What follows belongs to an exercise in optimizing a design on an open flow for small area; a production flow would make more cautious choices. Function was checked by simulation only, so behaviour that the tests miss may differ from the original. Power and IR drop assume default switching activity.

==> flow/config.mk <==
export PLATFORM = sky130hd
export DESIGN_NAME = fastinput
export DESIGN_NICKNAME = fastinput
export VERILOG_FILES = /design/flow/design.v
export SDC_FILE = /design/flow/constraint.sdc
export NUM_CORES = 4
export LEC_CHECK = 0
export CAP_MARGIN = 20
export CORE_MARGIN = 2
export CORE_UTILIZATION = 40
export PLACE_DENSITY = 0.6
export SLEW_MARGIN = 20
==> flow/constraint.sdc <==
create_clock -name core_clock -period 10.0 [get_ports {clk}]
set_input_delay 2.0000 -clock core_clock [delete_from_list [all_inputs] [get_ports {clk}]]
set_output_delay 2.0000 -clock core_clock [all_outputs]
set_load 0.01 [all_outputs]
==> flow/design.v <==
module rising_edge_detector (
    input clk,           
    input reset_n,       
    input input_signal,  
    output rising_edge_detected  
);
reg input_signal_d1;
reg input_signal_d2;
always @(posedge clk or negedge reset_n) begin
    if (!reset_n) begin
        input_signal_d1 <= 0;
        input_signal_d2 <= 0;
    end else begin
        input_signal_d1 <= input_signal;
        input_signal_d2 <= input_signal_d1;
    end
end
assign rising_edge_detected = ~input_signal_d2 & input_signal_d1;
endmodule
module fi_channel (
    input  clk,
    input  rst,
    input  pin,
    input  ph0,       
    input  dph0,      
    input  [1:0] sph,
    input  hclr,      
    input  frz,
    input  mstate,
    input  accept,
    output hbit,      
    output slbit      
);
wire e;
rising_edge_detector red (
    .clk(clk),
    .reset_n(rst),
    .input_signal(pin),
    .rising_edge_detected(e)
);
reg [3:0] L;
reg fH, fD, cH, cD;
reg [27:0] H;
reg [13:0] D;
reg [3:0] SL;
wire w   = e & (&L);
wire toD = frz | accept;
wire hout = H[0] & ~hclr;
wire a    = mstate & D[0];
wire cHe  = ph0 ? (fH | (mstate & fD)) : cH;
wire hin  = hout ^ a ^ cHe;
wire cHn  = (hout & a) | (hout & cHe) | (a & cHe);
wire cDe  = dph0 ? (fD & frz) : cD;
wire din  = frz & (D[0] ^ cDe);
always @(posedge clk or negedge rst) begin
    if (!rst)
        L <= 4'd0;
    else if (e)
        L <= L + 1'b1;
end
always @(posedge clk or negedge rst) begin
    if (!rst)
        fH <= 1'b0;
    else
        fH <= (w & ~toD) | (fH & ~ph0);
end
always @(posedge clk) begin
    cH <= cHn;
    fD <= (w & toD) | (fD & ~dph0);
    cD <= D[0] & cDe;
end
always @(posedge clk) begin
    H <= {hin, H[27:1]};
    D <= {din, D[13:1]};
    if (accept)
        SL <= L;
end
assign hbit  = hout;
assign slbit = SL[sph];
endmodule
module fastinput_in (
    input  rst,
    input  clk,
    input  [3:0] Fast,
    input  ph0,
    input  dph0,
    input  [1:0] sph,
    input  hclr,
    input  frz,
    input  mstate,
    input  accept,
    output [3:0] hbit,
    output [3:0] slbit
);
genvar i;
generate
    for (i = 0; i < 4; i = i + 1) begin : ch
        fi_channel u (
            .clk(clk), .rst(rst), .pin(Fast[i]),
            .ph0(ph0), .dph0(dph0), .sph(sph),
            .hclr(hclr), .frz(frz), .mstate(mstate), .accept(accept),
            .hbit(hbit[i]), .slbit(slbit[i])
        );
    end
endgenerate
endmodule
module Receive2uart(
	input  uart_rxd,
	input  Clk,
	input  Rst,
	output is_cmd,
	output reg Rx_Done
);
reg s0_uart_rx, s1_uart_rx;
reg tmp0_uart_rx, tmp1_uart_rx;
reg uart_state;
reg [4:0] div_cnt;
reg [7:0] bps_cnt;
reg [1:0] acc;
reg match;
wire bps_Clk = uart_state && (div_cnt == 5'd3);
wire nedege = !tmp0_uart_rx & tmp1_uart_rx;
wire reject = (bps_cnt == 8'd12) && (acc == 2'd3);
assign is_cmd = match;
always @(posedge Clk or negedge Rst) begin
	if (!Rst) begin
		s0_uart_rx <= 1'b0;
		s1_uart_rx <= 1'b0;
		tmp0_uart_rx <= 1'b0;
		tmp1_uart_rx <= 1'b0;
	end else begin
		s0_uart_rx <= uart_rxd;
		s1_uart_rx <= s0_uart_rx;
		tmp0_uart_rx <= s1_uart_rx;
		tmp1_uart_rx <= tmp0_uart_rx;
	end
end
always @(posedge Clk) begin
	if (uart_state && div_cnt != 5'd19)
		div_cnt <= {div_cnt[3:0], ~(div_cnt[4] ^ div_cnt[2])};
	else
		div_cnt <= 5'd0;
end
always @(posedge Clk) begin
	if (!uart_state || bps_cnt == 8'd159 || reject)
		bps_cnt <= 8'd0;
	else if (bps_Clk)
		bps_cnt <= bps_cnt + 1'b1;
end
always @(posedge Clk or negedge Rst) begin
	if (!Rst)
		Rx_Done <= 1'b0;
	else
		Rx_Done <= uart_state && (bps_cnt == 8'd159);
end
wire in_win = (bps_cnt[3:0] >= 4'd6) && (bps_cnt[3:0] <= 4'd11) && (bps_cnt != 8'd41);
wire [3:0] grp = bps_cnt[7:4];
wire exp_bit = (grp == 4'd1) || (grp == 4'd3);
wire pol = (grp == 4'd0);
wire dbit = (grp == 4'd2) ? !acc[1] : (acc != 2'd3);
always @(posedge Clk) begin
	if (bps_Clk) begin
		if (bps_cnt[3:0] == 4'd0)
			acc <= 2'd0;
		else if (in_win && s1_uart_rx == pol && acc != 2'd3)
			acc <= acc + 1'b1;
		if (bps_cnt == 8'd12)
			match <= 1'b1;
		else if (bps_cnt[3:0] == 4'd12 && grp <= 4'd8 && dbit != exp_bit)
			match <= 1'b0;
	end
end
always @(posedge Clk or negedge Rst) begin
	if (!Rst)
		uart_state <= 1'b0;
	else if (nedege)
		uart_state <= 1'b1;
	else if (Rx_Done || reject)
		uart_state <= 1'b0;
end
endmodule
module Write2uart(
	input Clk,
	input Rst,
	input Send_en,
	input nbit,
	output reg uart_txd,
	output reg TX_Done,
	output reg [3:0] q
);
reg [8:0] div_cnt;
reg uart_state;
wire div_lo  = uart_state && (div_cnt[8:3] == 6'd0) && div_cnt[1] && div_cnt[0];
wire bps_clk = div_lo && !div_cnt[2];
wire slot0   = div_lo && div_cnt[2];
always @(posedge Clk or negedge Rst) begin
	if (!Rst)
		TX_Done <= 1'b0;
	else
		TX_Done <= uart_state && (q == 4'd10);
end
always @(posedge Clk or negedge Rst) begin
	if (!Rst)
		uart_state <= 1'b0;
	else if (Send_en)
		uart_state <= 1'b1;
	else if (q == 4'd10)
		uart_state <= 1'b0;
end
always @(posedge Clk) begin
	if (!uart_state || q == 4'd10)
		q <= 4'd15;
	else if (bps_clk)
		q <= q + 1'b1;
end
always @(posedge Clk) begin
	if (uart_state && div_cnt != 9'd182)
		div_cnt <= {div_cnt[7:0], ~(div_cnt[8] ^ div_cnt[4])};
	else
		div_cnt <= 9'd0;
end
always @(posedge Clk or negedge Rst) begin
	if (!Rst)
		uart_txd <= 1'b1;
	else if (slot0) begin
		if (q == 4'd0)
			uart_txd <= 1'b0;
		else if (q <= 4'd8)
			uart_txd <= nbit;
		else
			uart_txd <= 1'b1;
	end
end
endmodule
module fastinput (
    input rst,
    input clk,
	input [3:0]CheckIO,
	input  receive,
    output write
);
wire RxDone;
wire is_cmd;
wire tx_done;
wire [3:0] q;
reg WriteEnable;
reg acc_d1;          
reg acc_d2;
reg [4:0] m;         
reg [4:0] php;
reg hclr;
reg frz;
reg mstate;
reg nbit;
reg [1:0] k;
reg [3:0] SumLo;
reg [3:0] SumHi;
wire accept = RxDone && !WriteEnable && is_cmd;
wire [3:0] hbit;
wire [3:0] slbit;
wire ph0  = (php == 5'd4);
wire dph0 = ph0 || (php == 5'd18);
wire ph31 = (php == 5'd31);
Write2uart Write2uart(
	.Clk(clk),
	.Rst(rst),
	.Send_en(WriteEnable),
	.nbit(nbit),
	.uart_txd(write),
	.TX_Done(tx_done),
	.q(q)
);
fastinput_in fastinput_in (
    .rst(rst),
    .clk(clk),
    .Fast(CheckIO),
    .ph0(ph0),
    .dph0(dph0),
    .sph(php[1:0]),
    .hclr(hclr),
    .frz(frz),
    .mstate(mstate),
    .accept(accept),
    .hbit(hbit),
    .slbit(slbit)
);
Receive2uart Receive2uart(
	.uart_rxd(receive),
	.Clk(clk),
	.Rst(rst),
	.is_cmd(is_cmd),
	.Rx_Done(RxDone)
);
always @(posedge clk or negedge rst) begin
	if (!rst) begin
		acc_d1 <= 1'b0;
		acc_d2 <= 1'b0;
	end else begin
		acc_d1 <= accept;
		acc_d2 <= acc_d1;
	end
end
always @(posedge clk or negedge rst) begin
	if (!rst)
		WriteEnable <= 1'b0;
	else if (acc_d2)
		WriteEnable <= 1'b1;
	else if (m == 5'd16)
		WriteEnable <= 1'b0;
end
wire fresh = (m == 5'd29);
always @(posedge clk or negedge rst) begin
	if (!rst)
		m <= 5'd29;
	else if (tx_done)
		m <= (m + 1'b1) | {4'd0, fresh};
	else if (m == 5'd16)
		m <= 5'd30;
end
wire unfz = (m == 5'd15) && q[3] && !q[2];
always @(posedge clk or negedge rst) begin
	if (!rst) begin
		php <= 5'd4;
		hclr <= 1'b1;
		frz <= 1'b0;
		mstate <= 1'b0;
	end else begin
		php <= ph31 ? 5'd4 : php + 1'b1;
		if (ph31)
			hclr <= 1'b0;
		if (accept)
			frz <= 1'b1;
		else if (ph31 && unfz)
			frz <= 1'b0;
		if (ph31)
			mstate <= frz && unfz;
	end
end
wire [3:0] x = php[4] ? slbit : hbit;
wire [1:0] ke = (php == 5'd28) ? 2'd0 : k;
wire [2:0] tot = x[0] + x[1] + x[2] + x[3] + ke;
wire win = (m[4:3] == 2'b00);
always @(posedge clk)
	k <= tot[2:1];
always @(posedge clk) begin
	SumLo <= (win && php[4:2] == 3'b111) ? {tot[0], SumLo[3:1]} : {SumLo[0], SumLo[3:1]};
	SumHi <= (win && php[4:2] == 3'b001) ? {tot[0], SumHi[3:1]} : {SumHi[0], SumHi[3:1]};
end
wire [1:0] c = m[3:2];
wire [1:0] j = m[1:0];
wire lowm = (php[1:0] == q[1:0]);
wire lowp = (j == 2'd0) && !q[2];
wire hm   = (php[4:2] == {j, q[2]});
reg cond;
reg src;
always @(*) begin
	if (!m[4]) begin
		cond = lowm && (lowp || hm);
		src  = lowp ? slbit[c] : hbit[c];
	end else if (m == 5'd31) begin
		cond = 1'b1;
		src  = (q == 4'd1) || (q == 4'd2);
	end else if (m[0]) begin
		cond = 1'b1;
		src  = 1'b0;
	end else begin
		cond = lowm;
		src  = q[2] ? SumHi[0] : SumLo[0];
	end
end
always @(posedge clk) begin
	if (!q[3] && cond)
		nbit <= src;
end
endmodule
==> flow/flow/run.sh <==
#!/bin/bash
# The standard layout (standard.sh) with these changes:
#  - synthesis: synth_recipe.tcl unchanged, except that ABC maps the logic
#    with the area-oriented script flow/area.abc instead of abc_speed.script,
#    adders are left to ABC (no extract_fa, no Kogge-Stone carry map).
#    Registers are created and mapped exactly as in the standard synthesis.
#  - the port buffers that buffer_ports inserts are sky130_fd_sc_hd__buf_1
#    instead of the delay buffer it picks by default;
#  - clock tree synthesis clusters at most 10 flip-flops within 40 um per
#    sky130_fd_sc_hd__clkbuf_4 and adds no dummy loads.
# ORFS writes each step's log under orfs/logs; the make output goes to
# standard.log.
set -euo pipefail
here=$(cd "$(dirname "$0")" && pwd)

cat > synth_area.tcl <<EOS
proc abc {args} {
  set i [lsearch -exact \$args -script]
  if {\$i >= 0 && [string match *abc_speed.script [lindex \$args [expr {\$i + 1}]]]} {
    lset args [expr {\$i + 1}] $here/area.abc
  }
  puts "abc script: [lindex \$args [expr {\$i + 1}]]"
  yosys abc {*}\$args
}
proc extract_fa {args} { puts "extract_fa skipped" }
EOS
cat synth_recipe.tcl >> synth_area.tcl

export SYNTH_OPERATIONS_ARGS="-nordff"
export BUFFER_PORTS_ARGS="-buffer_cell sky130_fd_sc_hd__buf_1"
export CTS_ARGS="-sink_clustering_enable -repair_clock_nets -sink_clustering_size 6 -sink_clustering_max_diameter 30 -buf_list sky130_fd_sc_hd__clkbuf_2 -dont_use_dummy_load"
bash standard.sh SYNTH_SCRIPT=$PWD/synth_area.tcl finish > standard.log 2>&1
==> flow/flow/area.abc <==
strash
dch -f
amap -F 4 -A 10
==> flow/standard.sh <==
#!/bin/bash
# synth_recipe.tcl (not shown) runs the flow's synth.tcl, then flattens the netlist and writes it again
# the make line also repeats each setting of config.mk as NAME=value (left out here)
make -C /OpenROAD-flow-scripts/flow DESIGN_CONFIG=/design/flow/config.mk WORK_HOME=/design/flow/orfs CLKGATE_MAP_FILE= SYNTH_SCRIPT=/design/flow/synth_recipe.tcl "${@:-finish}"
==> results.sh, run 1 <==
export IMPL_synth_most_common_cell="dfxtp_1"
export IMPL_timing_critical_path_slowest_cell_delay_ns=0.54
export IMPL_numPortBuffers=7
export IMPL_worstSkewPairLatency_ns=0.81
export IMPL_ys_ff_latch=289
export IMPL_grt_first_pass_wirelength_um=22400
export IMPL_ant_nets=0
export IMPL_path_buf_inv=1
export IMPL_timing_fmax_mhz=295
export IMPL_synth_top_area_frac=0.532
export IMPL_seqPwrFrac=0.680
export IMPL_num_rows=52
export IMPL_leakage_uw=0.00339
export IMPL_seq_area_mm2=0.00626
export IMPL_finClkSkew_ns=0.158
export IMPL_powerDensity_mw_per_mm2=214
export IMPL_cts_buffers=59
export IMPL_cap_violations=0
export IMPL_slew_violations=0
export IMPL_cts_sinks=289
export IMPL_yosysTopAreaCell="dfxtp_1"
export IMPL_cts_buffer_depth=3
export IMPL_firstDrtPassIters=4
export IMPL_die_area_mm2=0.0215
export IMPL_grt_ovfl_total=0
export IMPL_crit_slowest_cell="dfstp_2"
export IMPL_routed_wl_um=12700
export IMPL_ys_warn_count=5
export IMPL_endpoint_kind="output pin"
export IMPL_nets=734
export IMPL_grt_max_degree=54
export IMPL_async_reset_ff_frac=0.183
export IMPL_synth_avg_cell_area_um2=12.3
export IMPL_top_level_ports=8
export IMPL_h_tree_depth=2
export IMPL_crit_chain="buf_1"
export IMPL_grt_pass1_vias=4906
export IMPL_vias=4728
export IMPL_start_kind="flip-flop"
export IMPL_grt_use_met2=0.195
export IMPL_fin_crit_ns=3.39
export IMPL_worst_pin_slew_ns=1.01
export IMPL_yosysSeqAreaShare=0.771
export IMPL_worst_setup_path_type="flip-flop to output pin"
export IMPL_synth_area_top_cells="dfxtp_1 (53%), dfrtp_1 (14%), edfxtp_1 (7.4%), nor2_1 (4.3%), clkinv_1 (2.5%)"
export IMPL_finalHoldViolCount=0
export IMPL_antenna_found_initial=1
export IMPL_dp_hpwl_um=8120
export IMPL_comb_power_share=0.046
export IMPL_cp_max_fo=2
export IMPL_grtUsageTotal=0.127
export IMPL_status="complete, no violations"
export IMPL_p_switching_uw=453
export IMPL_fill_cells=1868
export IMPL_ir_drop_mv=0.0928
export IMPL_period_share=0.339
export IMPL_cts_resized=0
export IMPL_root_buffer="clkbuf_2"
export IMPL_core_area_mm2=0.0201
export IMPL_min_path_type="flip-flop to flip-flop"
export IMPL_routabilityCongestion=0.880
export IMPL_drtIter0Drc=207
export IMPL_pwr_share_clk=0.274
export IMPL_synth_top_flop_cell="dfxtp_1"
export IMPL_stdcell_count=996
export IMPL_start_util=0.404
export IMPL_intPower_uw=1430
export IMPL_area_delta_synth_final_pct=8.26
export IMPL_post_cts_buffers=0
export IMPL_fin_hold_ws_ns=0.217
export IMPL_final_setup_tns_ns=0
export IMPL_cp_top_family="flip-flops"
export IMPL_ys_top_cells_by_count="dfxtp_1 (216), nor2_1 (94), clkinv_1 (54)"
export IMPL_post_drt_wl_per_cell_um=12.7
export IMPL_grt_busiest_layer="met2"
export IMPL_slew_headroom=0.318
export IMPL_drive_gt1_frac=0.0938
export IMPL_postCtsHoldBufs=0
export IMPL_critPathArrivalTime_ns=1.39
export IMPL_clk_pin_slew_worst_paths_ns=0.10
export IMPL_synth_area_mm2=0.00812
export IMPL_cp_required_ns=8.00
export IMPL_met1_usage=0.163
export IMPL_vias_per_cell=4.75
export IMPL_synth_edf_count=20
export IMPL_synth_cells=658
export IMPL_drc=0
export IMPL_multiInputGateArea_mm2=0.00166
export IMPL_ys_types=39
export IMPL_die_y_um=147
export IMPL_post_place_cells=936
export IMPL_synth_nets=665
export IMPL_gr_usage_met3=0.0416
export IMPL_report_final_setup_viol=0
export IMPL_swShare=0.241
export IMPL_tritoncts="built"
export IMPL_rsz0062_at_grt="false"
export IMPL_die_w_um=147
==> cells by family (layout without fill, tap and decap cells) <==
| logic type | Yosys count | in the layout | share of synthesized area |
|---|---|---|---|
| compound gates | 129 | 129 | 0.103 |
| flops | 289 | 289 | 0.771 |
| buf+inv | 54 | 121 | 0.0250 |
| other cells | 0 | 1 | 0 |
| simple gates | 186 | 186 | 0.101 |
==> cell type report <==
cell class | instances | area share
sequential | 289 | 0.712
tap | 270 | 0.0384
clock buffer | 59 | 0.0336
inverter | 54 | 0.0231
antenna | 1 | 0.000285
timing repair buffer | 8 | 0.00398
multi-input combinational | 315 | 0.189
==> stage by stage <==
stage	setup slack, ns	cell area [um2]	util	total power, uW
5_1_grt	6.48	8790	0.437	2000
3_5_place_dp	6.88	8500	0.423	1390
2_1_floorplan	7.47	8120	-	1360
3_3_place_gp	7.20	8500	0.423	1380
6_report	6.61	8790	0.437	1880
4_1_cts	6.54	8790	0.437	1920
==> worst paths after layout <==
check                                     startpoint                         end  slack, ns  depth (start not counted)
setup / recovery                 Write2uart.uart_txd                       write       6.61                          1
hold / removal             fastinput_in.ch[0].u.H[5]   fastinput_in.ch[0].u.H[4]       0.22                          0
setup reg to reg                              php[1]  fastinput_in.ch[1].u.D[13]       6.75                          8
hold reg to reg            fastinput_in.ch[0].u.H[5]   fastinput_in.ch[0].u.H[4]       0.22                          0
max in group asynchronous                        rst                        m[3]       8.12                          2
min in group asynchronous                        rst                      php[4]       1.30                          2
==> power groups by stage <==
stage               registers, uW  logic, uW  clock network [uW]
detailed placement           1310       87.6                   0
global route                 1290        104                 607
global placement             1300       81.6                   0
floorplan                    1290       67.7                   0
CTS                          1280       88.0                 546
finish                       1280       86.5                 515
==> layout by cell type, fill, tap and decap left out, drive strengths merged, types with 2 or more instances in the layout <==
cell type and instances:
or2 2, or3 3, a21oi 23, o221ai 4, nor2 94, buf 7, nor3 12, a211oi 13
a222oi 4, dfxtp 216, clkbuf 60, clkinv 54, and3 4, o22ai 8, edfxtp 20, and2 8
nor4 5, a22oi 2, o22a 2, o32ai 3, o21bai 2, a2111oi 2, nand4 5, dfstp 7
a32oi 4, o21a 6, nand2 34, o31ai 6, nand3 7, a22o 4, dfrtp 46, o21ai 39
nor2b 11
==> state kept, by name, summed over array words and instances (netlist names), 5 cells and up <==
name / cells
Receive2uart.bps_cnt: 8
Receive2uart.div_cnt: 5
Write2uart.div_cnt: 9
fastinput_in.ch.u.D: 56
fastinput_in.ch.u.H: 112
fastinput_in.ch.u.L: 16
fastinput_in.ch.u.SL: 16
m: 5
php: 5
==> per-layer routing <==
metal,wire length [um],up-vias
li1,-,2401
met1,6020,2198
met2,5680,99
met3,672,30
met4,305,0
met5,0,-
==> run 2, diff against run 1 <==
--- a/flow/flow/run.sh
+++ b/flow/flow/run.sh
@@ -28,5 +28,5 @@
 
 export SYNTH_OPERATIONS_ARGS="-nordff"
 export BUFFER_PORTS_ARGS="-buffer_cell sky130_fd_sc_hd__buf_1"
-export CTS_ARGS="-sink_clustering_enable -repair_clock_nets -sink_clustering_size 6 -sink_clustering_max_diameter 30 -buf_list sky130_fd_sc_hd__clkbuf_2 -dont_use_dummy_load"
+export CTS_ARGS="-sink_clustering_enable -repair_clock_nets -sink_clustering_size 11 -sink_clustering_max_diameter 40 -buf_list sky130_fd_sc_hd__clkbuf_4 -dont_use_dummy_load"
 bash standard.sh SYNTH_SCRIPT=$PWD/synth_area.tcl finish > standard.log 2>&1
==> run 2 against run 1 <==
Against the previous run: clock power decreased by 4%; critical path depth grew 7; still clean on timing, DRC and antenna; die area unchanged.
==> results.sh, run 2 <==
export IMPL_status="complete, no violations"
export IMPL_num_rows=52
export IMPL_synth_cells=658
export IMPL_cts_buffer_depth=3
export IMPL_p_switching_uw=419
export IMPL_yosys_area_share_simple=0.101
export IMPL_ys_warn_count=5
export IMPL_vias_per_cell=4.75
export IMPL_finalHoldViolCount=0
export IMPL_post_place_cells=936
export IMPL_postCtsHoldBufs=0
export IMPL_routabilityCongestion=0.880
export IMPL_period_share=0.329
export IMPL_grt_first_pass_wirelength_um=21800
export IMPL_layout_commonest_cell="dfxtp_1"
export IMPL_core_area_mm2=0.0201
export IMPL_die_area_mm2=0.0215
export IMPL_synth_avg_cell_area_um2=12.3
export IMPL_cts_buffers=36
export IMPL_dp_hpwl_um=8120
export IMPL_grt_max_degree=54
export IMPL_yosysSeqAreaShare=0.771
export IMPL_fin_crit_ns=3.29
export IMPL_synthAdderAreaFrac=0
export IMPL_leakage_uw=0.00331
export IMPL_timing_fmax_mhz=304
export IMPL_grtUsageTotal=0.123
export IMPL_synth_top_family_by_area="compound AO/OA/AOI/OAI gates"
export IMPL_seqPwrFrac=0.688
export IMPL_critPathArrivalTime_ns=3.78
export IMPL_synth_nets=665
export IMPL_report_final_setup_viol=0
export IMPL_die_w_um=147
export IMPL_stdcell_count=973
export IMPL_synth_edf_count=20
export IMPL_clk_pin_slew_worst_paths_ns=0.12
export IMPL_synth_xor_area_frac=0
export IMPL_synth_area_mm2=0.00812
export IMPL_synth_top_flop_cell="dfxtp_1"
export IMPL_drive_gt1_frac=0.0641
export IMPL_synth_compound_area_share=0.103
export IMPL_endpoint_kind="flip-flop"
export IMPL_top_regs="fastinput_in.ch.u.H: 112 flops, fastinput_in.ch.u.D: 56 flops"
export IMPL_finClkSkew_ns=0.0972
export IMPL_synthMuxAreaShare=0
export IMPL_comb_power_share=0.046
export IMPL_worst_setup_path_type="flip-flop to flip-flop"
export IMPL_post_drt_wl_per_cell_um=12.7
export IMPL_firstDrtPassIters=5
export IMPL_top_level_ports=8
export IMPL_nets=711
export IMPL_cap_violations=0
export IMPL_regMostFlops="fastinput_in.ch.u.H"
export IMPL_yosysTopAreaCell="dfxtp_1"
export IMPL_final_setup_tns_ns=0
export IMPL_worst_slack_ns=6.71
export IMPL_vias=4620
export IMPL_largest_reg_flops=112
export IMPL_rsz0062_at_grt="false"
export IMPL_routed_wl_um=12400
export IMPL_intPower_uw=1440
export IMPL_slew_violations=0
export IMPL_swShare=0.225
export IMPL_root_buffer="clkbuf_4"
export IMPL_slew_headroom=0.326
export IMPL_drtIter0Drc=194
export IMPL_ys_ff_latch=289
export IMPL_antenna_found_initial=1
export IMPL_cts_sinks=289
export IMPL_grt_ovfl_total=0
export IMPL_ys_top_cells_by_count="dfxtp_1 (216), nor2_1 (94), clkinv_1 (54)"
export IMPL_cp_max_fo=9
export IMPL_die_y_um=147
export IMPL_drc=0
export IMPL_final_cell_mix="dfxtp_1 (216), nor2_1 (94), clkinv_1 (54), dfrtp_1 (46), o21ai_0 (39)"
export IMPL_ys_types=39
export IMPL_h_tree_depth=2
export IMPL_pwr_share_clk=0.266
export IMPL_powerDensity_mw_per_mm2=212
export IMPL_start_util=0.404
export IMPL_post_cts_buffers=0
export IMPL_min_path_type="flip-flop to flip-flop"
export IMPL_synth_top_area_frac=0.532
export IMPL_numPortBuffers=7
export IMPL_start_kind="flip-flop"
export IMPL_ant_nets=0
export IMPL_cp_required_ns=10.50
export IMPL_synth_most_common_cell="dfxtp_1"
export IMPL_async_reset_ff_frac=0.183
export IMPL_grt_pass1_vias=4694
export IMPL_worst_pin_slew_ns=0.998
export IMPL_pre_cts_ws_ns=6.88
export IMPL_synth_area_top_cells="dfxtp_1 (53%), dfrtp_1 (14%), edfxtp_1 (7.4%), nor2_1 (4.3%), clkinv_1 (2.5%)"
export IMPL_area_delta_synth_final_pct=7.95
export IMPL_tritoncts="built"
export IMPL_ir_drop_mv=0.0987
export IMPL_worstSkewPairLatency_ns=0.62
export IMPL_cts_resized=0
## run 2: logic make-up after synthesis
| family | Yosys count |
|---|---|
| flops | 289 |
| simple gates | 186 |
| buf+inv | 54 |
| compound gates | 129 |
## run 2: power groups by stage
| stage | combinational, uW | clock (uW) | sequential (uW) |
|---|---|---|---|
| 2_1_floorplan | 67.7 | 0 | 1290 |
| 3_3_place_gp | 81.6 | 0 | 1300 |
| 3_5_place_dp | 87.6 | 0 | 1310 |
| 4_1_cts | 88.0 | 527 | 1280 |
| 5_1_grt | 104 | 577 | 1290 |
| 6_report | 86.3 | 496 | 1280 |
## run 2: worst paths after layout
kind / from / endpoint / slack, ns / cells past startpoint
min reg2reg: fastinput_in.ch[0].u.H[26] / fastinput_in.ch[0].u.H[25] / 0.26 / 0
min in group asynchronous: rst / php[4] / 1.49 / 2
min: fastinput_in.ch[0].u.H[26] / fastinput_in.ch[0].u.H[25] / 0.26 / 0
max in group asynchronous: rst / m[1] / 7.97 / 2
max: php[1] / fastinput_in.ch[2].u.D[13] / 6.71 / 8
max reg2reg: php[1] / fastinput_in.ch[2].u.D[13] / 6.71 / 8
## run 2: layout make-up
cell class                 count  area [um2]
clock buffer                  36         270
sequential                   289        6260
multi-input combinational    315        1660
antenna                        1        2.50
inverter                      54         203
tap                          270         338
fill                        1863       11300
timing repair buffer           8        35.0
## run 2: routing by layer
layer  part of all wire  global-route usage  vias to the layer above
li1                   -                   -                     2339
met1               0.47               0.162                     2160
met2               0.45               0.192                       93
met3              0.052              0.0366                       28
met4              0.026              0.0481                        0
met5                  0                   0                        -
## run 2: per-stage QoR
stage          hold WS [ns]  cell area (um2)  total power (uW)   util
2_1_floorplan         0.310             8120              1360      -
3_3_place_gp          0.311             8500              1380  0.423
3_5_place_dp          0.312             8500              1390  0.423
4_1_cts               0.262             8770              1900  0.436
5_1_grt               0.263             8770              1970  0.436
6_report              0.258             8770              1860  0.436
## run 2: worst max-delay path, cell delays in order (launching register included)
cell and delay (ns):
dfrtp_1 0.40, clkinv_1 0.23, nor2_1 0.37, clkinv_1 0.15
o41ai_1 0.89, clkinv_1 0.46, a32oi_1 0.32, nor2_1 0.09
a211oi_1 0.25
==> run 3, diff against run 2 <==
--- a/flow/design.v
+++ b/flow/design.v
@@ -186,13 +186,14 @@
 	input nbit,
 	output reg uart_txd,
 	output reg TX_Done,
-	output reg [3:0] q
+	output reg [3:0] q,
+	output slot0
 );
 reg [8:0] div_cnt;
 reg uart_state;
 wire div_lo  = uart_state && (div_cnt[8:3] == 6'd0) && div_cnt[1] && div_cnt[0];
 wire bps_clk = div_lo && !div_cnt[2];
-wire slot0   = div_lo && div_cnt[2];
+assign slot0 = div_lo && div_cnt[2];
 always @(posedge Clk or negedge Rst) begin
 	if (!Rst)
 		TX_Done <= 1'b0;
@@ -243,6 +244,7 @@
 wire is_cmd;
 wire tx_done;
 wire [3:0] q;
+wire slot0;
 reg WriteEnable;
 reg acc_d1;          
 reg acc_d2;
@@ -252,7 +254,8 @@
 reg frz;
 reg mstate;
 reg nbit;
-reg [1:0] k;
+reg spend;
+reg scarry;
 reg [3:0] SumLo;
 reg [3:0] SumHi;
 wire accept = RxDone && !WriteEnable && is_cmd;
@@ -268,7 +271,8 @@
 	.nbit(nbit),
 	.uart_txd(write),
 	.TX_Done(tx_done),
-	.q(q)
+	.q(q),
+	.slot0(slot0)
 );
 fastinput_in fastinput_in (
     .rst(rst),
@@ -336,16 +340,6 @@
 			mstate <= frz && unfz;
 	end
 end
-wire [3:0] x = php[4] ? slbit : hbit;
-wire [1:0] ke = (php == 5'd28) ? 2'd0 : k;
-wire [2:0] tot = x[0] + x[1] + x[2] + x[3] + ke;
-wire win = (m[4:3] == 2'b00);
-always @(posedge clk)
-	k <= tot[2:1];
-always @(posedge clk) begin
-	SumLo <= (win && php[4:2] == 3'b111) ? {tot[0], SumLo[3:1]} : {SumLo[0], SumLo[3:1]};
-	SumHi <= (win && php[4:2] == 3'b001) ? {tot[0], SumHi[3:1]} : {SumHi[0], SumHi[3:1]};
-end
 wire [1:0] c = m[3:2];
 wire [1:0] j = m[1:0];
 wire lowm = (php[1:0] == q[1:0]);
@@ -372,4 +366,18 @@
 	if (!q[3] && cond)
 		nbit <= src;
 end
+wire sadd = spend && !slot0 && !m[4] && (j == 2'd0) && !q[3] && cond;
+wire sold = (c != 2'd0) && (q[2] ? SumHi[0] : SumLo[0]);
+wire scin = (q[2:0] != 3'd0) && scarry;
+wire snew = sold ^ src ^ scin;
+always @(posedge clk) begin
+	if (slot0)
+		spend <= 1'b1;
+	else if (sadd)
+		spend <= 1'b0;
+	if (sadd)
+		scarry <= (sold & src) | (sold & scin) | (src & scin);
+	SumLo <= (sadd && !q[2]) ? {snew, SumLo[3:1]} : {SumLo[0], SumLo[3:1]};
+	SumHi <= (sadd &&  q[2]) ? {snew, SumHi[3:1]} : {SumHi[0], SumHi[3:1]};
+end
 endmodule
--- a/flow/flow/run.sh
+++ b/flow/flow/run.sh
@@ -1,12 +1,12 @@
 #!/bin/bash
 # The standard layout (standard.sh) with these changes:
 #  - synthesis: synth_recipe.tcl unchanged, except that ABC maps the logic
-#    with the area-oriented script flow/area.abc instead of abc_speed.script,
+#    with the area-oriented mapping in flow/area.abc (amap) instead of abc_speed.script,
 #    adders are left to ABC (no extract_fa, no Kogge-Stone carry map).
 #    Registers are created and mapped exactly as in the standard synthesis.
 #  - the port buffers that buffer_ports inserts are sky130_fd_sc_hd__buf_1
 #    instead of the delay buffer it picks by default;
-#  - clock tree synthesis clusters at most 10 flip-flops within 40 um per
+#  - clock tree synthesis clusters at most 11 flip-flops within 40 um per
 #    sky130_fd_sc_hd__clkbuf_4 and adds no dummy loads.
 # ORFS writes each step's log under orfs/logs; the make output goes to
 # standard.log.
@@ -28,5 +28,5 @@
 
 export SYNTH_OPERATIONS_ARGS="-nordff"
 export BUFFER_PORTS_ARGS="-buffer_cell sky130_fd_sc_hd__buf_1"
-export CTS_ARGS="-sink_clustering_enable -repair_clock_nets -sink_clustering_size 11 -sink_clustering_max_diameter 40 -buf_list sky130_fd_sc_hd__clkbuf_4 -dont_use_dummy_load"
+export CTS_ARGS="-sink_clustering_enable -repair_clock_nets -sink_clustering_size 11 -sink_clustering_max_diameter 40 -buf_list sky130_fd_sc_hd__clkbuf_4 -root_buf sky130_fd_sc_hd__clkbuf_16 -dont_use_dummy_load"
 bash standard.sh SYNTH_SCRIPT=$PWD/synth_area.tcl finish > standard.log 2>&1
==> run 3 against run 2 <==
Against the previous run: combinational power barely moved; synthesized cell count fell by 2.6%; synthesized area fell by 0.72%; core utilization rose by 1.1 points; first-iteration DRC count rose by 35%; count of clock-buffer cells in the layout rose by 1; wire length fell by 0.57%; setup slack improved by 0.16 ns; clock power rose by 16%; non-clock buffer count did not move; die area fell by 0.70%; critical path type is now flip-flop to output pin; critical endpoint is now write; highest routed layer unchanged.
==> results.sh, run 3 <==
export IMPL_status="complete, no violations"
export IMPL_cap_violations=0
export IMPL_regMostFlops="fastinput_in.ch.u.H"
export IMPL_synth_area_top_cells="dfxtp_1 (53%), dfrtp_1 (14%), edfxtp_1 (7.8%), nor2_1 (3.9%), clkinv_1 (2.5%)"
export IMPL_drive_gt1_frac=0.0671
export IMPL_synth_cells=641
export IMPL_crit_slowest_cell="dfstp_2"
export IMPL_powerDensity_mw_per_mm2=221
export IMPL_slew_headroom=0.372
export IMPL_cts_sinks=289
export IMPL_area_delta_synth_final_pct=9.08
export IMPL_worst_pin_slew_ns=0.933
export IMPL_crit_chain="buf_1"
export IMPL_synth_top_area_frac=0.534
export IMPL_finalHoldViolCount=0
export IMPL_ys_types=36
export IMPL_layout_commonest_cell="dfxtp_1"
export IMPL_critPathArrivalTime_ns=1.13
export IMPL_largest_reg_flops=112
export IMPL_period_share=0.313
export IMPL_yosysSeqAreaShare=0.778
export IMPL_start_util=0.410
export IMPL_post_cts_buffers=0
export IMPL_grtUsageTotal=0.119
export IMPL_grt_pass1_vias=4504
export IMPL_vias_per_cell=4.72
export IMPL_worst_slack_ns=6.87
export IMPL_worst_setup_path_type="flip-flop to output pin"
export IMPL_ir_drop_mv=0.114
export IMPL_rsz0062_at_grt="false"
export IMPL_synth_top_flop_cell="dfxtp_1"
export IMPL_worstSkewPairLatency_ns=0.49
export IMPL_ys_ff_latch=289
export IMPL_final_cell_mix="dfxtp_1 (215), nor2_1 (83), clkinv_1 (53), dfrtp_1 (46), nand2_1 (37)"
export IMPL_cp_top_family="flip-flops"
export IMPL_drtIter0Drc=261
export IMPL_met2_length_um=5390
export IMPL_firstDrtPassIters=5
export IMPL_timing_critical_path_slowest_cell_delay_ns=0.53
export IMPL_grt_first_pass_wirelength_um=21100
export IMPL_fin_area_mm2=0.00880
export IMPL_synth_edf_count=21
export IMPL_postCtsHoldBufs=0
export IMPL_finalPower_uw=1940
export IMPL_ant_nets=0
export IMPL_die_y_um=146
export IMPL_top_level_ports=8
export IMPL_final_setup_tns_ns=0
export IMPL_synth_nets=648
export IMPL_routabilityCongestion=0.794
export IMPL_placed_area_mm2=0.00843
export IMPL_antenna_found_initial=0
export IMPL_root_buffer="clkbuf_16"
export IMPL_m1WireLength_um=6000
export IMPL_die_w_um=146
export IMPL_report_final_setup_viol=0
export IMPL_start_kind="flip-flop"
export IMPL_top_regs="fastinput_in.ch.u.H: 112 flops, fastinput_in.ch.u.D: 56 flops"
export IMPL_cts_buffer_depth=3
export IMPL_async_reset_ff_frac=0.183
export IMPL_numPortBuffers=7
export IMPL_diodes=0
export IMPL_path_buf_inv=1
export IMPL_grt_max_degree=54
export IMPL_drc=0
export IMPL_cp_max_fo=2
export IMPL_nets=695
export IMPL_endpoint_kind="output pin"
export IMPL_top_layer_used="met4"
export IMPL_wl_met3_um=525
export IMPL_tritoncts="built"
export IMPL_yosysTopAreaCell="dfxtp_1"
export IMPL_pre_cts_ws_ns=7.05
export IMPL_ys_top_cells_by_count="dfxtp_1 (215), nor2_1 (83), clkinv_1 (53)"
export IMPL_die_area_mm2=0.0213
export IMPL_leakage_uw=0.00331
export IMPL_cts_resized=0
export IMPL_vias=4492
export IMPL_slew_violations=0
export IMPL_cp_required_ns=8.00
export IMPL_synth_avg_cell_area_um2=12.6
export IMPL_core_area_mm2=0.0197
export IMPL_grt_ovfl_total=0
export IMPL_synth_most_common_cell="dfxtp_1"
export IMPL_finClkSkew_ns=0.0667
export IMPL_dp_hpwl_um=7840
export IMPL_num_rows=51
export IMPL_timing_fmax_mhz=320
export IMPL_ys_warn_count=5
export IMPL_post_drt_wl_per_cell_um=12.9
export IMPL_fin_crit_ns=3.13
export IMPL_cts_buffers=37
export IMPL_final_core_util=0.448
export IMPL_clk_pin_slew_worst_paths_ns=0.09
export IMPL_h_tree_depth=2
export IMPL_min_path_type="flip-flop to flip-flop"
export IMPL_routed_wl_um=12300
export IMPL_synth_area_mm2=0.00806
## run 3: cell count changes after synthesis, sizes merged, moves of 4 or more
cell,previous run,this run
a21oi,23,16
nor2,94,83
nor3,12,8
nor4,5,9
o21ai,39,34
## run 3: stage by stage
step / instances / hold slack, ns
3_5_place_dp: 914 / 0.312
4_1_cts: 951 / 0.290
6_report: 951 / 0.287
3_3_place_gp: 914 / 0.310
5_1_grt: 951 / 0.284
2_1_floorplan: 641 / 0.310
## run 3: final cells by class
class	instances	area, um2
Sequential cell	289	6270
Tap cell	265	332
Fill cell	1855	10900
Clock buffer	37	365
Timing Repair Buffer	8	35.0
Inverter	53	199
Multi-Input combinational cell	299	1600
## run 3: final timing paths
check	start	to	slack [ns]	depth (start not counted)
max reg2reg	php[1]	fastinput_in.ch[3].u.D[13]	6.93	8
max	Write2uart.uart_txd	write	6.87	1
max in group asynchronous	rst	m[1]	7.87	2
min in group asynchronous	rst	fastinput_in.ch[2].u.fH	1.63	2
min reg2reg	SumLo[3]	SumLo[2]	0.29	0
min	SumLo[3]	SumLo[2]	0.29	0
## run 3: kinds of logic (layout without fill, tap and decap cells)
kind of cell | count (synthesis) | in the layout | share of synthesized area
buf+inv | 53 | 98 | 0.0247
compound gates | 117 | 117 | 0.0960
simple gates | 182 | 182 | 0.102
flops | 289 | 289 | 0.778
## run 3: routing by layer
layer / vias up / track usage
li1: 2286 / -
met1: 2083 / 0.157
met2: 88 / 0.180
met3: 35 / 0.0304
met4: 0 / 0.0660
met5: - / 0
## run 3: power breakdown
part	switching [uW]	leakage (uW)	internal (uW)
Combinational	47.4	0.000555	38.7
Sequential	41.9	0.00254	1240
Clock	338	0.000209	238
==> run 4, diff against run 3 <==
--- a/flow/flow/run.sh
+++ b/flow/flow/run.sh
@@ -28,5 +28,5 @@
 
 export SYNTH_OPERATIONS_ARGS="-nordff"
 export BUFFER_PORTS_ARGS="-buffer_cell sky130_fd_sc_hd__buf_1"
-export CTS_ARGS="-sink_clustering_enable -repair_clock_nets -sink_clustering_size 11 -sink_clustering_max_diameter 40 -buf_list sky130_fd_sc_hd__clkbuf_4 -root_buf sky130_fd_sc_hd__clkbuf_16 -dont_use_dummy_load"
+export CTS_ARGS="-sink_clustering_enable -repair_clock_nets -sink_clustering_size 11 -sink_clustering_max_diameter 40 -buf_list sky130_fd_sc_hd__clkbuf_4 -tree_buf sky130_fd_sc_hd__clkbuf_8 -dont_use_dummy_load"
 bash standard.sh SYNTH_SCRIPT=$PWD/synth_area.tcl finish > standard.log 2>&1
==> run 4 against run 3 <==
Against the previous run: final area decreased by 0.97%; first-iteration DRC count is 12% lower; register-to-register slack barely moved.
==> results.sh, run 4 <==
export IMPL_drc=0
export IMPL_layout_commonest_cell="dfxtp_1"
export IMPL_ys_types=36
export IMPL_cts_buffer_depth=3
export IMPL_h_tree_depth=2
export IMPL_tritoncts="built"
export IMPL_leakage_uw=0.00327
export IMPL_worst_path_stages=1
export IMPL_start_util=0.410
export IMPL_final_setup_tns_ns=0
export IMPL_synth_avg_cell_area_um2=12.6
export IMPL_num_rows=51
export IMPL_min_path_type="flip-flop to flip-flop"
export IMPL_synth_most_common_cell="dfxtp_1"
export IMPL_worst_setup_path_type="flip-flop to output pin"
export IMPL_fill_cells=1861
export IMPL_cp_required_ns=8.00
export IMPL_cts_buffers=37
export IMPL_slew_headroom=0.372
export IMPL_synth_top_flop_cell="dfxtp_1"
export IMPL_swShare=0.224
export IMPL_top_regs="fastinput_in.ch.u.H: 112 flops, fastinput_in.ch.u.D: 56 flops"
export IMPL_vias=4495
export IMPL_r2r_setup_slack_ns=6.93
export IMPL_die_w_um=146
export IMPL_crit_chain="buf_1"
export IMPL_ant_nets=0
export IMPL_cap_violations=0
export IMPL_die_y_um=146
export IMPL_async_reset_ff_frac=0.183
export IMPL_drtIter0Drc=230
export IMPL_clk_pin_slew_worst_paths_ns=0.10
export IMPL_ys_top_cells_by_count="dfxtp_1 (215), nor2_1 (83), clkinv_1 (53)"
export IMPL_routabilityCongestion=0.794
export IMPL_finClkSkew_ns=0.102
export IMPL_yosysTopAreaCell="dfxtp_1"
export IMPL_top_level_ports=8
export IMPL_grt_first_pass_wirelength_um=20900
export IMPL_cts_resized=0
export IMPL_cp_endpoint="write"
export IMPL_drive_gt1_frac=0.0671
export IMPL_ir_drop_mv=0.114
export IMPL_final_cell_mix="dfxtp_1 (215), nor2_1 (83), clkinv_1 (53), dfrtp_1 (46)"
export IMPL_finalHoldViolCount=0
export IMPL_grt_ovfl_total=0
export IMPL_cp_max_fo=2
export IMPL_synth_cells=641
export IMPL_nets=695
export IMPL_comb_power_share=0.046
export IMPL_cts_sinks=289
export IMPL_endpoint_kind="output pin"
export IMPL_r2r_end="fastinput_in.ch[3].u.D[13]"
export IMPL_start_kind="flip-flop"
export IMPL_grt_pass1_vias=4469
export IMPL_status="complete, no violations"
export IMPL_worst_pin_slew_ns=0.933
export IMPL_postCtsHoldBufs=0
export IMPL_period_share=0.322
export IMPL_post_place_cells=914
export IMPL_timing_fmax_mhz=311
export IMPL_reg2reg_depth=8
export IMPL_intPower_uw=1450
export IMPL_core_area_mm2=0.0197
export IMPL_numPortBuffers=7
export IMPL_area_delta_synth_final_pct=8.02
export IMPL_ys_warn_count=5
export IMPL_vias_per_cell=4.72
export IMPL_cp_startpoint="Write2uart.uart_txd"
export IMPL_synth_area_mm2=0.00806
export IMPL_r2r_start="php[1]"
export IMPL_powerDensity_mw_per_mm2=214
export IMPL_dp_hpwl_um=7840
export IMPL_post_cts_buffers=0
export IMPL_crit_slowest_cell="dfstp_2"
export IMPL_synth_nets=648
export IMPL_grt_max_degree=54
export IMPL_root_buffer="clkbuf_4"
export IMPL_cp_top_family="flip-flops"
export IMPL_routed_wl_um=12200
export IMPL_fin_crit_ns=3.22
export IMPL_synth_area_top_cells="dfxtp_1 (53%), dfrtp_1 (14%), edfxtp_1 (7.8%), nor2_1 (3.9%), clkinv_1 (2.5%)"
export IMPL_largest_reg_flops=112
export IMPL_critPathArrivalTime_ns=1.22
export IMPL_synth_edf_count=21
export IMPL_antenna_found_initial=1
export IMPL_regMostFlops="fastinput_in.ch.u.H"
export IMPL_seqPwrFrac=0.686
export IMPL_post_drt_wl_per_cell_um=12.8
export IMPL_report_final_setup_viol=0
export IMPL_rsz0062_at_grt="false"
export IMPL_ys_ff_latch=289
export IMPL_stdcell_count=952
export IMPL_final_core_util=0.443
export IMPL_worstSkewPairLatency_ns=0.61
export IMPL_slew_violations=0
export IMPL_firstDrtPassIters=6
export IMPL_pwr_share_clk=0.268
export IMPL_p_switching_uw=419
export IMPL_timing_critical_path_slowest_cell_delay_ns=0.53
export IMPL_path_buf_inv=1
export IMPL_grtUsageTotal=0.118
export IMPL_synth_top_area_frac=0.534
export IMPL_yosysSeqAreaShare=0.778
export IMPL_die_area_mm2=0.0213
==> run 4: kinds of logic (layout without fill, tap and decap cells) <==
kind of cell,Yosys count,in the layout,share of synthesized area
buf+inv,53,98,0.0247
other cells,0,1,0
flops,289,289,0.778
simple gates,182,182,0.102
compound gates,117,117,0.0960
==> run 4: per-stage QoR <==
stage | instance area, um2 | total power [uW] | hold slack [ns] | setup slack (ns)
after floorplan | 8060 | 1360 | 0.310 | 7.47
after global placement | 8430 | 1380 | 0.310 | 7.28
after detailed placement | 8430 | 1390 | 0.312 | 7.05
after CTS | 8710 | 1900 | 0.244 | 6.73
after global routing | 8710 | 1970 | 0.254 | 6.61
final | 8710 | 1870 | 0.254 | 6.78
==> run 4: layout make-up <==
| cell class | instances | area [um2] | share of cell area |
|---|---|---|---|
| timing repair buffer | 8 | 35.0 | 0.00402 |
| sequential | 289 | 6270 | 0.720 |
| inverter | 53 | 199 | 0.0228 |
| clock buffer | 37 | 278 | 0.0319 |
| tap | 265 | 332 | 0.0381 |
| multi-input combinational | 299 | 1600 | 0.183 |
| antenna | 1 | 2.50 | 0.000287 |
==> run 4: worst min path at each step <==
stage                     slack (ns)  depth (start not counted)                       start                          to
after global routing            0.25                          0   fastinput_in.ch[0].u.H[3]   fastinput_in.ch[0].u.H[2]
after CTS                       0.24                          0   fastinput_in.ch[0].u.H[3]   fastinput_in.ch[0].u.H[2]
final                           0.25                          0   fastinput_in.ch[0].u.H[3]   fastinput_in.ch[0].u.H[2]
after detailed placement        0.31                          0  fastinput_in.ch[0].u.H[23]  fastinput_in.ch[0].u.H[22]
after global placement          0.31                          0                    SumHi[3]                    SumHi[2]
after floorplan                 0.31                          0                    SumHi[1]                    SumHi[0]
==> run 4: power groups by stage <==
stage | Sequential (uW) | Clock, uW | Combinational [uW]
floorplan | 1290 | 0 | 67.9
global placement | 1300 | 0 | 82.7
CTS | 1280 | 532 | 87.7
detailed placement | 1310 | 0 | 87.1
global route | 1290 | 580 | 103
finish | 1280 | 501 | 86.0
==> run 4: metal layers <==
metal  GRT usage  share of wire
met5           0              0
met4      0.0650          0.032
met2       0.179           0.44
met1       0.156           0.48
met3      0.0288          0.045
==> run 5, diff against run 4 <==
--- a/flow/flow/run.sh
+++ b/flow/flow/run.sh
@@ -28,5 +28,5 @@
 
 export SYNTH_OPERATIONS_ARGS="-nordff"
 export BUFFER_PORTS_ARGS="-buffer_cell sky130_fd_sc_hd__buf_1"
-export CTS_ARGS="-sink_clustering_enable -repair_clock_nets -sink_clustering_size 11 -sink_clustering_max_diameter 40 -buf_list sky130_fd_sc_hd__clkbuf_4 -tree_buf sky130_fd_sc_hd__clkbuf_8 -dont_use_dummy_load"
+export CTS_ARGS="-sink_clustering_enable -repair_clock_nets -sink_clustering_size 12 -sink_clustering_max_diameter 35 -buf_list sky130_fd_sc_hd__clkbuf_4 -tree_buf sky130_fd_sc_hd__clkbuf_8 -dont_use_dummy_load"
 bash standard.sh SYNTH_SCRIPT=$PWD/synth_area.tcl finish > standard.log 2>&1
==> run 5 against run 4 <==
Against the previous run: setup slack got worse by 0.046 ns; total power rose by 0.77%; register-to-register slack barely moved; critical path type unchanged; still clean; largest cell class unchanged; highest routed layer unchanged; global-route usage barely moved.
==> results.sh, run 5 <==
export IMPL_die_y_um=146
export IMPL_post_drt_wl_per_cell_um=12.8
export IMPL_period_share=0.326
export IMPL_timing_fmax_mhz=306
export IMPL_drc=0
export IMPL_finalHoldViolCount=0
export IMPL_worst_slack_ns=6.74
export IMPL_slew_headroom=0.372
export IMPL_finClkSkew_ns=0.0794
export IMPL_critPathArrivalTime_ns=1.26
export IMPL_num_rows=51
export IMPL_tritoncts="built"
export IMPL_numPortBuffers=7
export IMPL_antenna_found_initial=1
export IMPL_slew_violations=0
export IMPL_worst_setup_path_type="flip-flop to output pin"
export IMPL_path_buf_inv=1
export IMPL_ys_types=36
export IMPL_area_delta_synth_final_pct=8.30
export IMPL_start_util=0.410
export IMPL_routabilityCongestion=0.794
export IMPL_synth_area_top_cells="dfxtp_1 (53%), dfrtp_1 (14%), edfxtp_1 (7.8%), nor2_1 (3.9%), clkinv_1 (2.5%)"
export IMPL_drive_gt1_frac=0.0711
export IMPL_die_area_mm2=0.0213
export IMPL_synth_edf_count=21
export IMPL_grt_ovfl_total=0
export IMPL_report_final_setup_viol=0
export IMPL_worstSkewPairLatency_ns=0.63
export IMPL_regMostFlops="fastinput_in.ch.u.H"
export IMPL_root_buffer="clkbuf_4"
export IMPL_start_kind="flip-flop"
export IMPL_largest_reg_flops=112
export IMPL_synth_area_mm2=0.00806
export IMPL_cts_buffers=40
export IMPL_cts_resized=0
export IMPL_synth_nets=648
export IMPL_postCtsHoldBufs=0
export IMPL_synth_most_common_cell="dfxtp_1"
export IMPL_top_level_ports=8
export IMPL_ys_ff_latch=289
export IMPL_synth_avg_cell_area_um2=12.6
export IMPL_core_area_mm2=0.0197
export IMPL_endpoint_kind="output pin"
export IMPL_fin_crit_ns=3.26
export IMPL_cp_required_ns=8.00
export IMPL_final_setup_tns_ns=0
export IMPL_drtIter0Drc=249
export IMPL_post_cts_buffers=0
export IMPL_layout_commonest_cell="dfxtp_1"
export IMPL_dp_hpwl_um=7840
export IMPL_firstDrtPassIters=6
export IMPL_ant_nets=0
export IMPL_rsz0062_at_grt="false"
export IMPL_routed_wl_um=12200
export IMPL_leakage_uw=0.00328
export IMPL_top_regs="fastinput_in.ch.u.H: 112 flops, fastinput_in.ch.u.D: 56 flops"
export IMPL_synth_top_area_frac=0.534
export IMPL_grt_pass1_vias=4504
export IMPL_ys_top_cells_by_count="dfxtp_1 (215), nor2_1 (83), clkinv_1 (53)"
export IMPL_timing_critical_path_slowest_cell_delay_ns=0.53
export IMPL_die_w_um=146
export IMPL_grt_max_degree=54
export IMPL_vias_per_cell=4.77
export IMPL_cp_max_fo=2
export IMPL_clk_pin_slew_worst_paths_ns=0.10
export IMPL_cp_top_family="flip-flops"
export IMPL_worst_pin_slew_ns=0.933
export IMPL_crit_chain="buf_1"
export IMPL_min_path_type="flip-flop to flip-flop"
export IMPL_crit_slowest_cell="dfstp_2"
export IMPL_vias=4554
export IMPL_ys_warn_count=5
export IMPL_grtUsageTotal=0.119
export IMPL_pre_cts_ws_ns=7.05
export IMPL_cts_sinks=289
export IMPL_yosysSeqAreaShare=0.778
export IMPL_powerDensity_mw_per_mm2=215
export IMPL_yosysTopAreaCell="dfxtp_1"
export IMPL_nets=698
export IMPL_cap_violations=0
export IMPL_status="complete, no violations"
export IMPL_h_tree_depth=2
export IMPL_fill_cells=1852
export IMPL_synth_cells=641
export IMPL_cts_buffer_depth=3
export IMPL_async_reset_ff_frac=0.183
export IMPL_ir_drop_mv=0.0873
export IMPL_grt_first_pass_wirelength_um=21000
export IMPL_synth_top_flop_cell="dfxtp_1"
export IMPL_final_cell_mix="dfxtp_1 (215), nor2_1 (83), clkinv_1 (53), dfrtp_1 (46), clkbuf_4 (40)"
==> run 5: routing by layer <==
metal | GRT usage | wire [um]
met1 | 0.154 | 5730
met2 | 0.182 | 5420
met3 | 0.0376 | 673
met4 | 0.0534 | 367
met5 | 0 | 0
==> run 5: where the power goes <==
part	switching [uW]	internal, uW	total (uW)
combinational	47.6	38.7	86.3
clock	330	184	514
sequential	42.2	1240	1280
==> run 5: logic make-up after synthesis <==
family / synth area share
compound gates: 0.0960
buf+inv: 0.0247
flops: 0.778
simple gates: 0.102
==> run 5: cell type report <==
type,instances,area [um2],share of cell area
Sequential cell,289,6270,0.718
Tap cell,265,332,0.0380
Timing Repair Buffer,8,35.0,0.00401
Multi-Input combinational cell,299,1600,0.183
Antenna cell,1,2.50,0.000287
Clock buffer,40,300,0.0344
Inverter,53,199,0.0228
==> run 5: final timing paths <==
kind                                              endpoint  slack (ns)                 from  cells past startpoint
worst max-delay path                                 write        6.74  Write2uart.uart_txd                      1
worst min-delay path                              SumLo[2]        0.28             SumLo[3]                      0
worst max register to register  fastinput_in.ch[3].u.D[13]        6.93               php[1]                      8
worst min register to register                    SumLo[2]        0.28             SumLo[3]                      0
max in group asynchronous                             m[1]        7.97                  rst                      2
min in group asynchronous        fastinput_in.ch[3].u.L[3]        1.49                  rst                      2
==> run 5: through the flow <==
| stage | area, um2 | total power [uW] | cells | hold WS, ns | utilization |
|---|---|---|---|---|---|
| 2_1_floorplan | 8060 | 1360 | 641 | 0.310 | - |
| 5_1_grt | 8730 | 1990 | 955 | 0.273 | 0.444 |
| 3_3_place_gp | 8430 | 1380 | 914 | 0.310 | 0.429 |
| 6_report | 8730 | 1880 | 955 | 0.279 | 0.444 |
| 4_1_cts | 8730 | 1920 | 954 | 0.281 | 0.444 |
| 3_5_place_dp | 8430 | 1390 | 914 | 0.312 | 0.429 |
==> run 6, diff against run 5 <==
--- a/flow/flow/run.sh
+++ b/flow/flow/run.sh
@@ -28,5 +28,5 @@
 
 export SYNTH_OPERATIONS_ARGS="-nordff"
 export BUFFER_PORTS_ARGS="-buffer_cell sky130_fd_sc_hd__buf_1"
-export CTS_ARGS="-sink_clustering_enable -repair_clock_nets -sink_clustering_size 12 -sink_clustering_max_diameter 35 -buf_list sky130_fd_sc_hd__clkbuf_4 -tree_buf sky130_fd_sc_hd__clkbuf_8 -dont_use_dummy_load"
+export CTS_ARGS="-sink_clustering_enable -repair_clock_nets -sink_clustering_size 11 -sink_clustering_max_diameter 40 -buf_list sky130_fd_sc_hd__clkbuf_4 -dont_use_dummy_load"
 bash standard.sh SYNTH_SCRIPT=$PWD/synth_area.tcl finish > standard.log 2>&1
==> run 6 against run 5 <==
Against the previous run: sequential power about the same; still clean; synthesized area unchanged; highest routed layer unchanged; cell count down 0.31%; synthesized cell count stayed put; largest cell class unchanged.
==> results.sh, run 6 <==
export IMPL_crit_slowest_cell="dfstp_2"
export IMPL_cts_buffers=37
export IMPL_ys_top_cells_by_count="dfxtp_1 (215), nor2_1 (83), clkinv_1 (53)"
export IMPL_start_util=0.410
export IMPL_firstDrtPassIters=6
export IMPL_start_kind="flip-flop"
export IMPL_ys_warn_count=5
export IMPL_synth_most_common_cell="dfxtp_1"
export IMPL_fin_crit_ns=3.22
export IMPL_largest_reg_flops=112
export IMPL_tritoncts="built"
export IMPL_min_path_type="flip-flop to flip-flop"
export IMPL_r2r_setup_slack_ns=6.93
export IMPL_antenna_found_initial=1
export IMPL_dp_hpwl_um=7840
export IMPL_synth_nets=648
export IMPL_rsz0062_at_grt="false"
export IMPL_die_area_mm2=0.0213
export IMPL_final_cell_mix="dfxtp_1 (215), nor2_1 (83), clkinv_1 (53), dfrtp_1 (46)"
export IMPL_seq_area_mm2=0.00627
export IMPL_synth_area_top_cells="dfxtp_1 (53%), dfrtp_1 (14%), edfxtp_1 (7.8%), nor2_1 (3.9%), clkinv_1 (2.5%)"
export IMPL_fin_hold_ws_ns=0.254
export IMPL_die_y_um=146
export IMPL_top_level_ports=8
export IMPL_drive_gt1_frac=0.0671
export IMPL_endpoint_kind="output pin"
export IMPL_hold_path_startpoint="fastinput_in.ch[0].u.H[3]"
export IMPL_slew_headroom=0.372
export IMPL_post_drt_wl_per_cell_um=12.8
export IMPL_clk_pin_slew_worst_paths_ns=0.10
export IMPL_area_delta_synth_final_pct=8.02
export IMPL_timing_fmax_mhz=311
export IMPL_leakage_uw=0.00327
export IMPL_comb_power_share=0.046
export IMPL_cts_resized=0
export IMPL_period_share=0.322
export IMPL_post_cts_buffers=0
export IMPL_cts_sinks=289
export IMPL_num_rows=51
export IMPL_top_regs="fastinput_in.ch.u.H: 112 flops, fastinput_in.ch.u.D: 56 flops"
export IMPL_worst_pin_slew_ns=0.933
export IMPL_worst_setup_path_type="flip-flop to output pin"
export IMPL_vias_per_cell=4.72
export IMPL_finalHoldViolCount=0
export IMPL_finClkSkew_ns=0.102
export IMPL_timing_critical_path_slowest_cell_delay_ns=0.53
export IMPL_nets=695
export IMPL_synth_edf_count=21
export IMPL_grt_pass1_vias=4469
export IMPL_whs_endpoint="fastinput_in.ch[0].u.H[2]"
export IMPL_cts_buffer_depth=3
export IMPL_pre_cts_ws_ns=7.05
export IMPL_powerDensity_mw_per_mm2=214
export IMPL_numPortBuffers=7
export IMPL_postCtsHoldBufs=0
export IMPL_r2r_end="fastinput_in.ch[3].u.D[13]"
export IMPL_async_reset_ff_frac=0.183
export IMPL_final_core_util=0.443
export IMPL_cap_violations=0
export IMPL_report_final_setup_viol=0
export IMPL_vias=4495
export IMPL_drc=0
export IMPL_yosysSeqAreaShare=0.778
export IMPL_ys_ff_latch=289
export IMPL_routabilityCongestion=0.794
export IMPL_synth_area_mm2=0.00806
export IMPL_grt_ovfl_total=0
export IMPL_p_switching_uw=419
export IMPL_final_setup_tns_ns=0
export IMPL_layout_commonest_cell="dfxtp_1"
export IMPL_r2r_start="php[1]"
export IMPL_cp_top_family="flip-flops"
export IMPL_ys_types=36
export IMPL_drtIter0Drc=230
export IMPL_slew_violations=0
export IMPL_routed_wl_um=12200
export IMPL_critPathArrivalTime_ns=1.22
export IMPL_seqPwrFrac=0.686
export IMPL_regMostFlops="fastinput_in.ch.u.H"
export IMPL_worst_slack_ns=6.78
export IMPL_swShare=0.224
export IMPL_reg2reg_depth=8
export IMPL_fill_cells=1861
export IMPL_die_w_um=146
export IMPL_fin_area_mm2=0.00871
export IMPL_multiInputGateArea_mm2=0.00160
export IMPL_root_buffer="clkbuf_4"
export IMPL_cp_max_fo=2
export IMPL_placed_area_mm2=0.00843
export IMPL_synth_cells=641
export IMPL_ir_drop_mv=0.114
export IMPL_ant_nets=0
export IMPL_worstSkewPairLatency_ns=0.61
export IMPL_yosysTopAreaCell="dfxtp_1"
export IMPL_grt_first_pass_wirelength_um=20900
export IMPL_grt_max_degree=54
export IMPL_synth_top_area_frac=0.534
export IMPL_intPower_uw=1450
export IMPL_grtUsageTotal=0.118
export IMPL_cp_required_ns=8.00
export IMPL_whs_path_depth=0
export IMPL_h_tree_depth=2
export IMPL_pwr_share_clk=0.268
export IMPL_core_area_mm2=0.0197
export IMPL_status="complete, no violations"
export IMPL_synth_top_flop_cell="dfxtp_1"
export IMPL_path_buf_inv=1
export IMPL_crit_chain="buf_1"
export IMPL_synth_avg_cell_area_um2=12.6
==> run 6: cell counts after synthesis <==
Identical to the previous run, type by type.
==> run 6: worst max-delay path by stage <==
| stage | slack (ns) | startpoint | end | cells past startpoint |
|---|---|---|---|---|
| 5_1_grt | 6.61 | Write2uart.div_cnt[1] | SumLo[3] | 11 |
| 3_5_place_dp | 7.05 | php[1] | fastinput_in.ch[3].u.D[13] | 8 |
| 3_3_place_gp | 7.28 | php[1] | fastinput_in.ch[2].u.D[13] | 8 |
| 4_1_cts | 6.73 | Write2uart.uart_txd | write | 1 |
| 2_1_floorplan | 7.47 | Write2uart.uart_txd | write | 0 |
| 6_report | 6.78 | Write2uart.uart_txd | write | 1 |
==> run 6: power groups by stage <==
stage	sequential (uW)	clock, uW	combinational (uW)
2_1_floorplan	1290	0	67.9
3_3_place_gp	1300	0	82.7
6_report	1280	501	86.0
3_5_place_dp	1310	0	87.1
5_1_grt	1290	580	103
4_1_cts	1280	532	87.7
==> run 6: logic make-up after synthesis <==
family / after synthesis / share of synthesized area
AOI/OAI and AO/OA: 117 / 0.0960
DFF: 289 / 0.778
buffers and inverters: 53 / 0.0247
and+or+nand+nor: 182 / 0.102
==> run 6: per-layer routing <==
layer,vias up,routed length (um),GRT usage
met3,32,548,0.0288
met2,94,5360,0.179
li1,2294,-,-
met1,2075,5920,0.156
met4,0,394,0.0650
met5,-,0,0
==> run 6: layout make-up <==
type / count / share of cell area
flip-flops and latches: 289 / 0.720
multi-input cells: 299 / 0.183
well taps: 265 / 0.0381
clock buffers: 37 / 0.0319
inverters: 53 / 0.0228
repair buffers: 8 / 0.00402
diodes: 1 / 0.000287
==> run 6: per-stage QoR <==
| stage | total power [uW] | instances |
|---|---|---|
| after floorplan | 1360 | 641 |
| after global placement | 1380 | 914 |
| after detailed placement | 1390 | 914 |
| after CTS | 1900 | 951 |
| after global routing | 1970 | 952 |
| final | 1870 | 952 |

[afterwards: timing with drivers on the ports]
How much do the figures lean on ideal ports? The routed layouts below were timed once more, with nothing changed but the port constraints. Step 1: set_driving_cell puts a clkbuf_16 on clk and a buf_2 on each other input, an assumption about the parent block. Step 2 moves the port delays by t, midway between the first and last clock arrival at a register: inputs arrive t later, outputs are due t later. That takes back most of the time a late clock gives input paths. a / b / c = ideal ports / drivers / drivers and shift; a / b = the first two.
run | shift t [ns] | slack for setup (ns) | worst setup path at the end | worst register clock-pin slew, ns | pins driven straight from the clock port
run 1 | 0.769 | 6.615 / 6.578 / 6.745 | register to register | 0.12 / 0.12 | 1
run 2 | 0.612 | 6.714 / 6.714 / 6.714 | register to register | 0.12 / 0.12 | 1
run 3 | 0.490 | 6.871 / 6.828 / 6.930 | register to register | 0.12 / 0.12 | 1
run 4 | 0.593 | 6.782 / 6.739 / 6.933 | register to register | 0.11 / 0.11 | 1
run 5 | 0.622 | 6.736 / 6.699 / 6.935 | register to register | 0.11 / 0.11 | 1
run 6 | 0.593 | 6.782 / 6.739 / 6.933 | register to register | 0.11 / 0.11 | 1
After both steps every run listed still meets setup and hold.
